This is an optimization exercise on Yosys and OpenROAD, whose aim is small area and a short achievable clock period, not a production implementation. Only simulation tests tie the RTL to the original design; equivalence was not proved. No driver is modelled on the clock port, so clocking that relies on it looks cheaper here than on a real chip. No activity file was given, so power comes from the tool's default toggle rates.

==> module rdport, before the edit <==
module rdport(input [991:0] d, input [4:0] sel, output [31:0] q, output [14:0] lo);
	wire [4:0] seln;
	wire [3:0] lon;
	wire [7:0] hin;
	wire [31:1] oh0, oh1;
	genvar k, i;
	generate
		for (k = 0; k < 5; k = k + 1) begin : g_inv
			iv ui(.a(sel[k]), .y(seln[k]));
		end
		for (k = 0; k < 4; k = k + 1) begin : g_lo
			nd2 u(.a(k[0] ? sel[0] : seln[0]), .b(k[1] ? sel[1] : seln[1]), .y(lon[k]));
		end
		for (k = 0; k < 8; k = k + 1) begin : g_hi
			nd3 u(.a(k[0] ? sel[2] : seln[2]), .b(k[1] ? sel[3] : seln[3]), .c(k[2] ? sel[4] : seln[4]), .y(hin[k]));
		end
		for (k = 1; k < 32; k = k + 1) begin : g_dec
			nr2 u0(.a(lon[k % 4]), .b(hin[k / 4]), .y(oh0[k]));
			nr2h u1(.a(lon[k % 4]), .b(hin[k / 4]), .y(oh1[k]));
		end
		for (i = 0; i < 32; i = i + 1) begin : g_bit
			wire [9:0] y;
			wire n31, n0, n1, n2;
			wire [31:1] oh = (i < 16) ? oh0 : oh1;
			for (k = 0; k < 10; k = k + 1) begin : g_grp
				aoi222 u(.a1(oh[3*k+1]), .b1(d[(3*k)*32+i]), .a2(oh[3*k+2]), .b2(d[(3*k+1)*32+i]), .a3(oh[3*k+3]), .b3(d[(3*k+2)*32+i]), .y(y[k]));
			end
			nd2 u31(.a(oh[31]), .b(d[30*32+i]), .y(n31));
			an4 u0(.a(y[0]), .b(y[1]), .c(y[2]), .d(y[3]), .y(n0));
			an4 u1(.a(y[4]), .b(y[5]), .c(y[6]), .d(y[7]), .y(n1));
			an3 u2(.a(y[8]), .b(y[9]), .c(n31), .y(n2));
			nd3 u3(.a(n0), .b(n1), .c(n2), .y(q[i]));
			if (i < 5) begin : g_lo
				assign lo[i] = n0;
				assign lo[5+i] = n1;
				assign lo[10+i] = n2;
			end
		end
	endgenerate
endmodule
==> module iv, before the edit <==
module iv(input a, output y);
	assign y = ~a;
endmodule
==> module nr2, before the edit <==
module nr2(input a, b, output y);
	assign y = ~(a | b);
endmodule
==> module nr2h, before the edit <==
module nr2h(input a, b, output y);
	assign y = ~(a | b);
endmodule
==> flow/config.mk <==
export PLATFORM = sky130hd
export DESIGN_NAME = cpu
export DESIGN_NICKNAME = cpu
export VERILOG_FILES = /design/flow/design.v
export SDC_FILE = /design/flow/constraint.sdc
export NUM_CORES = 4
export LEC_CHECK = 0
export CAP_MARGIN = 20
export CORE_MARGIN = 2
export CORE_UTILIZATION = 45
export CTS_BUF_LIST = sky130_fd_sc_hd__clkbuf_16
export CTS_CLUSTER_DIAMETER = 70
export CTS_CLUSTER_SIZE = 26
export PLACE_DENSITY = 0.6
export SETUP_SLACK_MARGIN = 5
export SLEW_MARGIN = 20
export SYNTH_HIERARCHICAL = 1
export SYNTH_MINIMUM_KEEP_SIZE = 0
export TNS_END_PERCENT = 0
==> flow/constraint.sdc <==
create_clock -name core_clock -period 12.0 [get_ports {clk}]
set_input_delay 2.4000 -clock core_clock [delete_from_list [all_inputs] [get_ports {clk}]]
set_output_delay 2.4000 -clock core_clock [all_outputs]
set_load 0.01 [all_outputs]
standard.sh (not shown) runs the stock make flow with config.mk's settings and CLKGATE_MAP_FILE= SYNTH_SCRIPT=/design/flow/synth_recipe.tcl, a recipe that flattens the netlist after the stock synthesis.
==> flow/flow/run.sh <==
#!/bin/bash
set -euo pipefail
CTS="-sink_clustering_enable -repair_clock_nets -sink_clustering_size 26 -sink_clustering_max_diameter 70 -buf_list sky130_fd_sc_hd__clkbuf_16 -dont_use_dummy_load"
bash standard.sh "BUFFER_PORTS_ARGS=-buffer_cell sky130_fd_sc_hd__buf_2" \
  "CTS_ARGS=$CTS" \
  "POST_CTS_TCL=$(pwd)/flow/post_cts.tcl" \
  "POST_GLOBAL_ROUTE_TCL=$(pwd)/flow/post_grt.tcl" finish > standard_flow.log 2>&1
==> flow/flow/post_cts.tcl <==
# Extra setup repair after CTS: resize and swap pins only, toward the same
# margin as the flow's own repair, over every violating endpoint.
estimate_parasitics -placement
repair_timing -setup -setup_margin $::env(SETUP_SLACK_MARGIN) -repair_tns 100 \
  -sequence "sizeup,swap" -skip_last_gasp -verbose
detailed_placement
check_placement -verbose
estimate_parasitics -placement
report_worst_slack
report_design_area
==> flow/flow/post_grt.tcl <==
# Extra setup repair after global routing, with global-route parasitics:
# resize and swap pins only, toward the flow's margin, over every violating
# endpoint; then legalize and reroute the changed nets as global_route.tcl does.
estimate_parasitics -global_routing
repair_timing -setup -setup_margin $::env(SETUP_SLACK_MARGIN) -repair_tns 100 \
  -sequence "sizeup,swap" -skip_last_gasp -verbose
global_route -start_incremental
detailed_placement
global_route -end_incremental
check_placement -verbose
estimate_parasitics -global_routing
report_worst_slack
report_design_area
Edit:
--- a/flow/design.v
+++ b/flow/design.v
@@ -86,35 +86,21 @@
 endmodule
 module memdec(input [5:0] op, output we, output re);
 	assign we = (op == 6'h2b);
 	assign re = (op == 6'h23);
 endmodule
 module rdport(input [991:0] d, input [4:0] sel, output [31:0] q, output [14:0] lo);
-	wire [4:0] seln;
-	wire [3:0] lon;
-	wire [7:0] hin;
-	wire [31:1] oh0, oh1;
+	wire [31:1] oh;
 	genvar k, i;
 	generate
-		for (k = 0; k < 5; k = k + 1) begin : g_inv
-			iv ui(.a(sel[k]), .y(seln[k]));
-		end
-		for (k = 0; k < 4; k = k + 1) begin : g_lo
-			nd2 u(.a(k[0] ? sel[0] : seln[0]), .b(k[1] ? sel[1] : seln[1]), .y(lon[k]));
-		end
-		for (k = 0; k < 8; k = k + 1) begin : g_hi
-			nd3 u(.a(k[0] ? sel[2] : seln[2]), .b(k[1] ? sel[3] : seln[3]), .c(k[2] ? sel[4] : seln[4]), .y(hin[k]));
-		end
 		for (k = 1; k < 32; k = k + 1) begin : g_dec
-			nr2 u0(.a(lon[k % 4]), .b(hin[k / 4]), .y(oh0[k]));
-			nr2h u1(.a(lon[k % 4]), .b(hin[k / 4]), .y(oh1[k]));
+			assign oh[k] = (sel == k);
 		end
 		for (i = 0; i < 32; i = i + 1) begin : g_bit
 			wire [9:0] y;
 			wire n31, n0, n1, n2;
-			wire [31:1] oh = (i < 16) ? oh0 : oh1;
 			for (k = 0; k < 10; k = k + 1) begin : g_grp
 				aoi222 u(.a1(oh[3*k+1]), .b1(d[(3*k)*32+i]), .a2(oh[3*k+2]), .b2(d[(3*k+1)*32+i]), .a3(oh[3*k+3]), .b3(d[(3*k+2)*32+i]), .y(y[k]));
 			end
 			nd2 u31(.a(oh[31]), .b(d[30*32+i]), .y(n31));
 			an4 u0(.a(y[0]), .b(y[1]), .c(y[2]), .d(y[3]), .y(n0));
 			an4 u1(.a(y[4]), .b(y[5]), .c(y[6]), .d(y[7]), .y(n1));
@@ -127,21 +113,12 @@
 			end
 		end
 	endgenerate
 endmodule
 module aoi222(input a1, b1, a2, b2, a3, b3, output y);
 	assign y = ~((a1 & b1) | (a2 & b2) | (a3 & b3));
-endmodule
-module iv(input a, output y);
-	assign y = ~a;
-endmodule
-module nr2(input a, b, output y);
-	assign y = ~(a | b);
-endmodule
-module nr2h(input a, b, output y);
-	assign y = ~(a | b);
 endmodule
 module nd2(input a, b, output y);
 	assign y = ~(a & b);
 endmodule
 module nd3(input a, b, c, output y);
 	assign y = ~(a & b & c);
Combinational power increases by about 5%.
Cell area went up by about 1.9%.
Routed wire length climbs by 10%.
Setup slack is better by 0.16 ns.
Synthesized area fell by about 0.4%.
Sequential share of layout area falls by 0.70 points.
Count of clock-buffer cells in the layout climbs by 12.
Via count went up by about 2.3%.
Sequential power stays flat.
Final cell count hardly moves.
Fmax went up by about 2.2%.
Global-route usage goes up by 4.0 points.
Utilization increases by 1.2 points.

-- separate check: timing with driven ports --
No port has a modelled driver above. Below, the same layouts with a new extraction and two added sets of constraints.
Step 1 (the two cells are an assumption about what drives the block):
set clk [get_ports {clk}]
set_driving_cell -lib_cell sky130_fd_sc_hd__clkbuf_16 $clk
set_driving_cell -lib_cell sky130_fd_sc_hd__buf_2 [delete_from_list [all_inputs] $clk]
Step 2 times the ports against the registers' clock, not the clock port: input delays grow and output delays shrink by t, the midpoint of the rising clock arrivals with the driver on.
Three values: no drivers, after step 1, after step 2; two values: the first two.
run	shift t [ns]	slack for setup (ns)	worst setup path after step 2
the first run	0.732	4.635 / 4.510 / 4.145	input to register
the second run	0.729	4.796 / 4.711 / 4.255	input to register
After both steps every run listed still meets setup and hold. The setup slack of the second run, which loses most, moves by -0.085 ns with the drivers and by -0.541 ns with both steps.
